Context: an optimization exercise on an open-source flow, tuned for small area. The choices shown serve that exercise and are no tape-out recipe.
Only simulation tests tie the RTL to the original design; equivalence was not proved.

==> run A: inputs <==
## map
module map(input CLOCK, input rst, input tick, input pbu, pbu_ndb, pbd, pbd_ndb, pbl, pbl_ndb, pbr, pbr_ndb, pbc, SW0, SW1, SW14, input [2:0] layer, input [31:0] x, y, output reg [15:0] oled_data, output reg [7:0] seg_map, output reg [3:0] an_map);
    reg [6:0] x1, x2;        
    reg [5:0] y1, y2;
    reg [1:0] cs;            
    reg [4:0] cnt;           
    reg [1:0] rc;            
    reg [3:0] lk1, lk2;      
    reg [12:0] nsq;          
    reg [2:0] dm;            
    wire L1 = (layer == 3'd1);
    wire sw = SW14;
    wire [1:0] ncs = sw ? 2'd0 : cs;
    wire sel2 = ~cs[1] & cs[0];
    wire [6:0] qx = sel2 ? x2 : x1;
    wire [5:0] qy = sel2 ? y2 : y1;
    wire [3:0] lk;
    map_lookup u_lk (.qx(qx), .qy(qy), .lk(lk));
    wire home1 = (x1 == 7'd45) & (y1 == 6'd30);
    wire [3:0] lkc = ncs[0] ? lk2 : lk1;
    wire mode0 = SW0 & L1;
    wire bd = L1 & (mode0 ? pbd_ndb : pbd);
    wire bl = L1 & (mode0 ? pbl_ndb : pbl);
    wire br = L1 & (mode0 ? pbr_ndb : pbr);
    wire bu = L1 & (mode0 ? pbu_ndb : pbu);
    wire md = bd & lkc[3];
    wire ml = ~md & bl & lkc[2];
    wire mr = ~md & ~ml & br & lkc[1];
    wire mu = ~md & ~ml & ~mr & bu & lkc[0];
    wire any = md | ml | mr | mu;
    wire cen = ~any & pbc & L1;
    wire cfull = cnt[4] & cnt[2] & cnt[0];           
    wire step = any & (~mode0 | cfull) & ~ncs[1];
    wire stx = step & (ml | mr);
    wire sty = step & (md | mu);
    wire dn = ml | mu;                               
    wire clr = ncs[1] & ncs[0] & L1 & pbc;           
    wire [6:0] bx1 = sw ? 7'd45 : x1;
    wire [5:0] by1 = sw ? 6'd30 : y1;
    wire [6:0] bx2 = sw ? 7'd45 : x2;
    wire [5:0] by2 = sw ? 6'd30 : y2;
    wire [6:0] mvx = ncs[0] ? bx2 : bx1;
    wire [5:0] mvy = ncs[0] ? by2 : by1;
    wire [6:0] mvc = sty ? {1'b0, mvy} : mvx;
    reg [6:0] stp;
    reg cy;
    integer k;
    always @(*) begin
        cy = 1'b1;
        for (k = 0; k < 7; k = k + 1) begin
            stp[k] = mvc[k] ^ cy;
  ...
Settings: LEC_CHECK=0, ABC_AREA=1, CAP_MARGIN=20, CORE_MARGIN=2, CORE_UTILIZATION=40, CTS_BUF_LIST=sky130_fd_sc_hd__clkbuf_8, SLEW_MARGIN=20; clock period 12.0 ns.
standard.sh (not shown) runs the stock make flow with config.mk's settings and CLKGATE_MAP_FILE= SYNTH_SCRIPT=/design/flow/synth_recipe.tcl, a recipe that flattens the netlist after the stock synthesis.
==> flow/flow/run.sh <==
#!/bin/bash
# Standard layout, except that:
# * synthesis leaves adders to ABC and maps the logic with an area-oriented
#   ABC script (flow/area.abc,
#   see flow/my_synth.tcl); registers are mapped exactly as in the standard flow;
# * each port gets the smallest buffer (buf_1) instead of the default choice.
# Each tool's output goes to its own log in this folder.
set -euo pipefail
W=$(pwd)
export MY_ABC_SCRIPT=$W/flow/area.abc
export BUFFER_PORTS_ARGS="-buffer_cell sky130_fd_sc_hd__buf_1"
sed "s#SYNTH_SCRIPT=[^ ]*#SYNTH_SCRIPT=$W/flow/my_synth.tcl BUFFER_PORTS_ARGS='-buffer_cell sky130_fd_sc_hd__buf_1'#" standard.sh > standard_area.sh
bash standard_area.sh > flow_make.log 2>&1
==> flow/flow/area.abc <==
strash
&get -n
&deepsyn -T 300
&put
dch -f
map -a
strash
&get -n
&deepsyn -T 300
&put
dch -f
map -a
strash
dch -f
map -a
topo
==> flow/flow/my_synth.tcl <==
# The standard flow's synthesis script (synth_recipe.tcl, sourced unchanged below) with two
# changes to how the combinational logic is mapped; registers are mapped exactly
# as in the standard flow:
# * adders are left to ABC instead of being extracted into full/half-adder cells;
# * ABC runs an area-oriented script (flow/area.abc) instead of the default one.
proc extract_fa {args} { puts "extract_fa skipped: adders are left to ABC" }
proc abc {args} {
  set i [lsearch -exact $args -script]
  if {$i >= 0} { lset args [expr {$i + 1}] $::env(MY_ABC_SCRIPT) }
  yosys abc {*}$args
}
source [file join [file dirname $::env(FLOW_CONFIG)] synth_recipe.tcl]
==> inputs of run B, as changes to run A <==
Settings changed: CTS_BUF_LIST sky130_fd_sc_hd__clkbuf_8 to unset.
==> flow_summary.ini <==
[cells_and_area]
clock_cell_area_share = 0.02558
seq_share = 0.1583
area_share_nonclk_buffers = 0.04791
final.signal_buffer_count = 98
multi_input_logic_portion_of_the_cell_area = 0.6279
final_design_area_no_fill_sq_um = 10810

[grt]
globalRouteTotalUtil = 0.3915

[power]
switching_share = 0.3692
sum_of_internal_switching_and_leakage_power_w = 0.0007567

[route]
drt-wirelength-per-cell_um = 23.48
drt_iter0_markers = 1847
wirelength_mm = 51.28

[status]
run_status = no timing/DRC/antenna violations

[timing]
fmax_mhz = 119.8
period_share = 0.6959
the above is filed under run B

==> flow_summary.ini <==
[route]
wirelength_mm = 51.37
drt_iter0_markers = 1891
drt-wirelength-per-cell_um = 23.51

[timing]
period_share = 0.6913
fmax_mhz = 120.6

[grt]
globalRouteTotalUtil = 0.3907

[cells_and_area]
final_design_area_no_fill_sq_um = 10720
area_share_nonclk_buffers = 0.04903
clock_cell_area_share = 0.01634
seq_share = 0.1597
multi_input_logic_portion_of_the_cell_area = 0.6334

[power]
sum_of_internal_switching_and_leakage_power_w = 0.0006846
switching_share = 0.3993

[status]
run_status = no timing/DRC/antenna violations
the above is filed under run A


==> inputs of wip/delta <==
map, a different RTL version from the one above (not shown whole).
Settings: LEC_CHECK=0, ABC_AREA=1, CAP_MARGIN=20, CORE_MARGIN=2, CORE_UTILIZATION=50, CTS_BUF_LIST=sky130_fd_sc_hd__clkbuf_8, GPL_TIMING_DRIVEN=0, SLEW_MARGIN=20; clock period 12.0 ns.
==> flow/flow/run.sh <==
#!/bin/bash
# Standard layout (the standard.sh), except that:
# * synthesis leaves adders to ABC and maps the logic with an area-oriented ABC
#   script (flow/area.abc, used by flow/my_synth.tcl); registers are mapped
#   exactly as in the standard synthesis;
# * each port gets the smallest buffer (buf_1) instead of the default choice.
# Each tool's output goes to its own log in this folder (flow_make.log, and
# ORFS's own logs under orfs/logs).
set -euo pipefail
W=$(pwd)
export MY_ABC_SCRIPT=$W/flow/area.abc
export BUFFER_PORTS_ARGS="-buffer_cell sky130_fd_sc_hd__buf_1"
sed "s#SYNTH_SCRIPT=[^ ]*#SYNTH_SCRIPT=$W/flow/my_synth.tcl BUFFER_PORTS_ARGS='-buffer_cell sky130_fd_sc_hd__buf_1'#" standard.sh > standard_area.sh
bash standard_area.sh > flow_make.log 2>&1
==> flow/flow/area.abc <==
strash
&get -n
&deepsyn -T 300 -S 2
&put
dch -f
amap -F 16 -A 16
topo
==> flow/flow/my_synth.tcl <==
# The standard flow's synthesis script (synth_recipe.tcl, sourced unchanged below) with
# changes only to how the combinational logic is mapped; registers are mapped
# exactly as in the standard flow:
# * adders are left to ABC instead of being extracted into full/half-adder cells;
# * ABC runs an area-oriented script (flow/area.abc) instead of the default one;
# * wires that feed several outputs get the smallest buffer (buf_1).
proc extract_fa {args} { puts "extract_fa skipped: adders are left to ABC" }
proc abc {args} {
  set i [lsearch -exact $args -script]
  if {$i >= 0} { lset args [expr {$i + 1}] $::env(MY_ABC_SCRIPT) }
  yosys abc {*}$args
}
set ::env(MIN_BUF_CELL_AND_PORTS) "sky130_fd_sc_hd__buf_1 A X"
source [file join [file dirname $::env(FLOW_CONFIG)] synth_recipe.tcl]
==> wip/indigo (differences from wip/delta) <==
--- a/flow/config.mk
+++ b/flow/config.mk
@@ -9,6 +9,5 @@
 export CAP_MARGIN = 20
 export CORE_MARGIN = 2
-export CORE_UTILIZATION = 50
+export CORE_UTILIZATION = 40
 export CTS_BUF_LIST = sky130_fd_sc_hd__clkbuf_8
-export GPL_TIMING_DRIVEN = 0
 export SLEW_MARGIN = 20
==> results.sh <==
export IMPL_coreArea_um2=22400
export IMPL_met3_length_um=6070
export IMPL_vias=12903
export IMPL_status="finished clean"
export IMPL_use_met2_pct=57.6
export IMPL_final_util_pct=44.7
# the run above: wip/indigo

==> results.sh <==
export IMPL_vias=13658
export IMPL_final_util_pct=55.4
export IMPL_met3_length_um=7540
export IMPL_status="finished clean"
export IMPL_use_met2_pct=67.6
export IMPL_coreArea_um2=17900
export IMPL_largest_class="multi-input combinational cells"
export IMPL_routed_top_layer="met4"
# the run above: wip/delta

## what the ideal ports hide
Ports are ideal in the flow. The routed layouts listed here were re-timed in OpenROAD. Step 1 assumes that a clkbuf_16 drives the clock port and a buf_2 every other input. Step 2 times the ports against the registers' clock, not the clock port: input delays grow and output delays shrink by t, the midpoint of the rising clock arrivals with the driver on. Three values: ideal, step 1, step 2; two values: the first two.
run | t (ns) | slack for setup (ns) | worst setup path after step 2 | latest minus earliest clock arrival (ns) | cell pins on the clock port's net
run A | 0.411 | 3.705 / 3.713 / 3.302 | input to register | 0.018 / 0.018 | 1
run B | 0.384 | 3.649 / 3.663 / 3.279 | input to register | 0.012 / 0.012 | 1
wip/delta | 0.421 | 2.801 / 2.806 / 2.385 | input to register | 0.025 / 0.025 | 1
wip/indigo | 0.423 | 3.314 / 3.323 / 2.900 | input to register | 0.023 / 0.024 | 1
After both steps every run listed still meets setup and hold. The setup slack of wip/delta, which loses most, moves by +0.005 ns with the drivers and by -0.416 ns with both steps.
